This is an optimization exercise on Yosys and OpenROAD, whose aim is small area and a short achievable clock period, not a production implementation.
RTL that was checked went through simulation tests only; none was proved equivalent to the original.
Power and IR drop assume default switching activity.

Design moving_avg_top, start of the top module:
module moving_avg_top #(
    parameter FILTER_TYPE =  0,     
    parameter WIDTH       = 16,
    parameter N           = 16,
    parameter SHIFT       =  4,
    parameter DO_ROUND    =  0,
    parameter K           =  3
)(
    input                     clk,
    input                     rst_n,
    input                     in_valid,
    input  signed [WIDTH-1:0] in_sample,
    output                    out_valid,
    output signed [WIDTH-1:0] out_sample
);
    wire                     out_valid_w;
    wire signed [WIDTH-1:0]  out_sample_w;
    generate
        if (FILTER_TYPE == 0) begin : gen_win_buffer
            moving_avg_filter #(
                .WIDTH (WIDTH),
                .N     (N)
            ) u_filter (
                .clk        (clk),
                .rst_n      (rst_n),
                .in_valid   (in_valid),
                .in_sample  (in_sample),
                .out_valid  (out_valid_w),
                .out_sample (out_sample_w)
            );
        end else begin : gen_default
            moving_avg_filter #(
                .WIDTH (WIDTH),
                .N     (N)
            ) u_filter (
                .clk        (clk),
                .rst_n      (rst_n),
                .in_valid   (in_valid),
                .in_sample  (in_sample),
                .out_valid  (out_valid_w),
                .out_sample (out_sample_w)
            );
        end
    endgenerate
    assign out_valid  = out_valid_w;
    assign out_sample = out_sample_w;
endmodule
Size: ~36 I/O pins, roughly 11000 sq um of cells after synthesis.
export LEC_CHECK = 0
export CAP_MARGIN = 20
export CORE_MARGIN = 2
export CORE_UTILIZATION = 40
export CTS_BUF_LIST = sky130_fd_sc_hd__clkbuf_16
export CTS_CLUSTER_DIAMETER = 100
export CTS_CLUSTER_SIZE = 24
export SETUP_SLACK_MARGIN = 2.8
export SLEW_MARGIN = 20
export SYNTH_HIERARCHICAL = 1
create_clock -name core_clock -period 4.8 [get_ports {clk}]
run.sh (not shown) runs the stock make flow with config.mk's settings and CLKGATE_MAP_FILE= SYNTH_SCRIPT=/design/flow/synth_recipe.tcl, a recipe that flattens the netlist after the stock synthesis.
The first run produced a clean layout.
Next try:
- SETUP_SLACK_MARGIN: 2.8 -> 2.3
After rerunning:
- The new run completed with no timing, DRC or antenna violations
- wire length went down by 7.5%
- synthesized area stays the same
- cell area is lower by 6.1%
- hold slack gets worse by 0.0052 ns
- clock-buffer cell count stays the same
- non-clock buffer count falls by 5
- core utilization fell by 3.1 points
- sequential power came out lower by about 2%
- synthesized cell count does not change
- register-to-register slack stays flat
Next try:
- SETUP_SLACK_MARGIN: 2.3 -> 2.0
=>
- fmax goes down by roughly a tenth
- power falls by a few percent
- first-iteration DRC count grows by about a fifth
- routed wire length stays flat
- final cell count came out lower by a few percent
- final area shrinks by a few percent
- via count falls slightly
Next try:
==> flow/flow/run.sh (new file) <==
#!/bin/bash
# The standard layout (standard.sh, unchanged synthesis), except that the
# port buffers that global placement inserts are plain buf_2 cells instead of
# the delay buffers buffer_ports picks by default.
set -euo pipefail
export BUFFER_PORTS_ARGS="-buffer_cell sky130_fd_sc_hd__buf_2"
bash standard.sh > flow_make.log 2>&1
==> flow/standard.sh (new file) <==
#!/bin/bash
# synth_recipe.tcl (not shown) runs the flow's synth.tcl, then flattens the netlist and writes it again
# the make line also repeats each setting of config.mk as NAME=value (left out here)
make -C /OpenROAD-flow-scripts/flow DESIGN_CONFIG=/design/flow/config.mk WORK_HOME=/design/flow/orfs CLKGATE_MAP_FILE= SYNTH_SCRIPT=/design/flow/synth_recipe.tcl "${@:-finish}"
- SETUP_SLACK_MARGIN: 2.0 -> 2.4
removed: flow/run.sh
Outcome: Final area goes up by 7.6%. Clock power is about the same. First-iteration DRC count goes down by 33%. Setup slack is better by 0.39 ns. Wire length goes up by 2.7%. Utilization goes up by 3.5 points. Die area is unchanged.
Next try:
==> flow/run.sh (new file) <==
#!/bin/bash
# synth_recipe.tcl (not shown) runs the flow's synth.tcl, then flattens the netlist and writes it again
# the make line also repeats each setting of config.mk as NAME=value (left out here)
make -C /OpenROAD-flow-scripts/flow DESIGN_CONFIG=/design/flow/config.mk WORK_HOME=/design/flow/orfs CLKGATE_MAP_FILE= SYNTH_SCRIPT=/design/flow/synth_recipe.tcl finish
- SETUP_SLACK_MARGIN: 2.4 -> 2.2
removed: flow/flow/run.sh
removed: flow/standard.sh
- The changed run completed without violations
- sequential cell count stays the same
- worst hold slack got worse by 0.0043 ns
- final cell count stays flat


## run 1
The RTL this note starts from:
==> flow/design.v <==
module mavg_pre_u #(parameter W = 20) (
	input  [W-1:0] a,
	input  [W-1:0] b,
	output [W-1:0] u
);
	assign u = ~(a ^ b);
endmodule
module mavg_pre_v #(parameter W = 20) (
	input  [W-1:0] a,
	input  [W-1:0] b,
	output [W-1:0] v
);
	assign v = a & ~b;
endmodule
module mavg_merge_s #(parameter W = 20) (
	input  [W-1:0] u,
	input  [W-1:0] c,
	output [W-1:0] sn
);
	assign sn = ~(u ^ c);
endmodule
module mavg_merge_k #(parameter W = 20) (
	input  [W-1:0] u,
	input  [W-1:0] v,
	input  [W-1:0] c,
	output [W-1:0] kn
);
	assign kn = {~(v[W-2:0] | (u[W-2:0] & c[W-2:0])), 1'b0};
endmodule
module mavg_prop #(parameter W = 20) (
	input  [W-1:0] sn,
	input  [W-1:0] kn,
	output [W-1:0] p
);
	assign p = sn ^ kn;
endmodule
module mavg_gen #(parameter W = 20) (
	input  [W-1:0] sn,
	input  [W-1:0] kn,
	output [W-1:0] g
);
	assign g = ~(sn | kn);
endmodule
module mavg_ks #(parameter W = 20, parameter L = 1) (
	input  [W-1:0] gi,
	input  [W-1:0] pi,
	output [W-1:0] go,
	output [W-1:0] po
);
	localparam D = 1 << (L - 1);
	localparam IN_INV = ((L - 1) % 2) == 1;
	genvar j;
	generate
		for (j = 0; j < W; j = j + 1) begin : b
			if (j < D) begin : pass
				assign go[j] = gi[j];
				assign po[j] = pi[j];
			end else begin : op
				localparam K = j - D;
				localparam K_INV = (K < D) ? (K == 1 || (K >= 4 && K < 8) || K >= 16) : IN_INV;
				wire gk_t = K_INV ? ~gi[K] : gi[K];
				if (!IN_INV) begin : t2i
					assign go[j] = ~(gi[j] | (pi[j] & gk_t));
					assign po[j] = ~(pi[j] & pi[K]);
				end else begin : i2t
					assign go[j] = ~(gi[j] & (pi[j] | ~gk_t));
					assign po[j] = ~(pi[j] | pi[K]);
				end
			end
		end
	endgenerate
endmodule
module mavg_sum_n #(parameter W = 20) (
	input  [W-1:0] p,
	input  [W-1:0] c,
	output [W-1:0] sn
);
	assign sn[0] = ~p[0];
	genvar j;
	generate
		for (j = 1; j < W; j = j + 1) begin : b
			if (j - 1 == 1 || (j - 1 >= 4 && j - 1 < 8) || j - 1 >= 16) begin : cinv
				assign sn[j] = p[j] ^ c[j-1];
			end else begin : ctrue
				assign sn[j] = ~(p[j] ^ c[j-1]);
			end
		end
	endgenerate
endmodule
module mavg_hold #(parameter W = 20) (
	input  [W-1:0] an,
	input  [W-1:0] bn,
	input          en,
	output [W-1:0] y
);
	assign y = ~(en ? an : bn);
endmodule
module moving_avg_filter #(
	parameter WIDTH = 16,
	parameter N     = 16
)(
	input                         clk,
	input                         rst_n,
	input                         in_valid,
	input      signed [WIDTH-1:0] in_sample,
	output reg                    out_valid,
	output     signed [WIDTH-1:0] out_sample
);
	localparam SHIFT = 4;
	localparam W = WIDTH + SHIFT;
	reg [WIDTH-1:0] window [0:N-2];
	reg [WIDTH-1:0] oldest;   
	reg [SHIFT-1:0] count;    
	reg             full;     
	reg [W-1:0]     sum;
	wire fills = full | (&count);   
	wire [W-1:0] b = {{SHIFT{oldest[WIDTH-1]}}, oldest};
	wire [W-1:0] c = {{SHIFT{in_sample[WIDTH-1]}}, in_sample};
	wire [W-1:0] next_sum_n, sum_n;
	wire [W-1:0] u, v, sn, kn, g0, p0, gn1, pn1, g2, p2, gn3, pn3, g4, p4, gn5, pn5, next_sum;
	mavg_pre_u             u_pru (.a(sum), .b(b), .u(u));
	mavg_pre_v             u_prv (.a(sum), .b(b), .v(v));
	mavg_merge_s           u_mgs (.u(u), .c(c), .sn(sn));
	mavg_merge_k           u_mgk (.u(u), .v(v), .c(c), .kn(kn));
	mavg_prop              u_prp (.sn(sn), .kn(kn), .p(p0));
	mavg_gen               u_gen (.sn(sn), .kn(kn), .g(g0));
	mavg_ks      #(.L(1))  u_ks1 (.gi(g0),  .pi(p0),  .go(gn1), .po(pn1));
	mavg_ks      #(.L(2))  u_ks2 (.gi(gn1), .pi(pn1), .go(g2),  .po(p2));
	mavg_ks      #(.L(3))  u_ks3 (.gi(g2),  .pi(p2),  .go(gn3), .po(pn3));
	mavg_ks      #(.L(4))  u_ks4 (.gi(gn3), .pi(pn3), .go(g4),  .po(p4));
	mavg_ks      #(.L(5))  u_ks5 (.gi(g4),  .pi(p4),  .go(gn5), .po(pn5));
	mavg_sum_n             u_sum (.p(p0), .c(gn5), .sn(next_sum_n));
	mavg_hold              u_hld (.an(next_sum_n), .bn(sum_n), .en(in_valid), .y(next_sum));
	assign sum_n = ~sum;
	integer i;
	always @(posedge clk) begin
		if (in_valid) begin
			window[0] <= in_sample;
			for (i = 1; i < N-1; i = i + 1)
				window[i] <= window[i-1];
		end
	end
	always @(posedge clk or negedge rst_n) begin
		if (!rst_n) begin
			oldest    <= {WIDTH{1'b0}};
			sum       <= {W{1'b0}};
			count     <= {SHIFT{1'b0}};
			full      <= 1'b0;
			out_valid <= 1'b0;
		end else begin
			sum       <= next_sum;
			out_valid <= 1'b0;
			if (in_valid) begin
				oldest    <= fills ? window[N-2] : {WIDTH{1'b0}};
				count     <= count + 1'b1;
				if (&count) full <= 1'b1;
				out_valid <= fills;
			end
		end
	end
	assign out_sample = sum[W-1:SHIFT];
endmodule
module moving_avg_top #(
    parameter FILTER_TYPE =  0,     
    parameter WIDTH       = 16,
    parameter N           = 16,
    parameter SHIFT       =  4,
    parameter DO_ROUND    =  0,
    parameter K           =  3
)(
    input                     clk,
    input                     rst_n,
    input                     in_valid,
    input  signed [WIDTH-1:0] in_sample,
    output                    out_valid,
    output signed [WIDTH-1:0] out_sample
);
    wire                     out_valid_w;
    wire signed [WIDTH-1:0]  out_sample_w;
    generate
        if (FILTER_TYPE == 0) begin : gen_win_buffer
            moving_avg_filter #(
                .WIDTH (WIDTH),
                .N     (N)
            ) u_filter (
                .clk        (clk),
                .rst_n      (rst_n),
                .in_valid   (in_valid),
                .in_sample  (in_sample),
                .out_valid  (out_valid_w),
                .out_sample (out_sample_w)
            );
        end else begin : gen_default
            moving_avg_filter #(
                .WIDTH (WIDTH),
                .N     (N)
            ) u_filter (
                .clk        (clk),
                .rst_n      (rst_n),
                .in_valid   (in_valid),
                .in_sample  (in_sample),
                .out_valid  (out_valid_w),
                .out_sample (out_sample_w)
            );
        end
    endgenerate
    assign out_valid  = out_valid_w;
    assign out_sample = out_sample_w;
endmodule
clock: 4.8 ns
lec_check: 0
cap_margin: 20
core_margin: 2
core_utilization: 40
cts_buf_list: sky130_fd_sc_hd__clkbuf_16
cts_cluster_diameter: 100
cts_cluster_size: 24
setup_slack_margin: 2.2
slew_margin: 20
synth_hierarchical: 1
standard.sh (not shown) runs the stock make flow with config.mk's settings and CLKGATE_MAP_FILE= SYNTH_SCRIPT=/design/flow/synth_recipe.tcl, a recipe that flattens the netlist after the stock synthesis.
==> flow/flow/run.sh <==
#!/bin/bash
# The standard layout (standard.sh, unchanged synthesis), except that the
# port buffers that global placement inserts are plain buf_2 cells instead of
# the delay buffers buffer_ports picks by default.
set -euo pipefail
export BUFFER_PORTS_ARGS="-buffer_cell sky130_fd_sc_hd__buf_2"
bash standard.sh > flow_make.log 2>&1
Here is what was changed in the inputs of run 2 compared with run 1.
diff --git a/flow/config.mk b/flow/config.mk
--- a/flow/config.mk
+++ b/flow/config.mk
@@ -14 +14 @@
-export SETUP_SLACK_MARGIN = 2.2
+export SETUP_SLACK_MARGIN = 2.3
### Flow results
Compared to run 1, run 2 has post-synthesis to final-layout area growth 1.7 points higher.
Lower internal portion of total power was reported by run 1, not run 2.
Taking run 1 as the reference, in run 2 post-route minimum period down 43 ps; amount of wire on met3 after detailed routing has increased; non-clock buffer count went up; portion of the clock cycle consumed by the worst path in the final layout decreased 0.90 points; worst hold slack held steady.
The run with more routed wire is run 2, not run 1.
Function was not checked in any run of this note: the RTL went through the layout flow alone.

-- port drivers added, routing unchanged --
No port has a modelled driver above. Below, the same layouts with a new extraction and two added sets of constraints.
Step 1: set_driving_cell puts a clkbuf_16 on clk and a buf_2 on each other input, an assumption about the parent block.
Step 2 adds t to the input delays and takes it off the output delays; t is the mean of the earliest and latest rising clock arrival at the registers after step 1. Input paths then give back, and output paths get back, about the clock's delay inside the block.
Three values: ideal, step 1, step 2; two values: the first two.
run | t, ns | setup WS [ns] | worst hold slack (ns) | worst setup path at the end
the first run of note 1 | 0.538 | 2.368 / 2.387 / 1.855 | 0.410 / 0.410 / 0.410 | input to register
the second run of note 1 | 0.536 | 2.298 / 2.315 / 1.793 | 0.405 / 0.405 / 0.405 | input to register
the third run of note 1 | 0.537 | 2.032 / 2.052 / 1.515 | 0.405 / 0.405 / 0.405 | input to register
the fourth run of note 1 | 0.520 | 2.418 / 2.418 / 1.959 | 0.410 / 0.410 / 0.410 | input to register
the fifth run of note 1 | 0.538 | 2.240 / 2.196 / 1.740 | 0.406 / 0.405 / 0.406 | input to register
run 1 | 0.523 | 2.405 / 2.405 / 1.953 | 0.414 / 0.414 / 0.414 | input to register
run 2 | 0.522 | 2.448 / 2.448 / 1.968 | 0.415 / 0.415 / 0.415 | input to register
After both steps setup and hold are still met in every run listed. For the third run of note 1, which loses most, drivers alone change the setup slack by +0.020 ns; drivers and shift together by -0.517 ns.
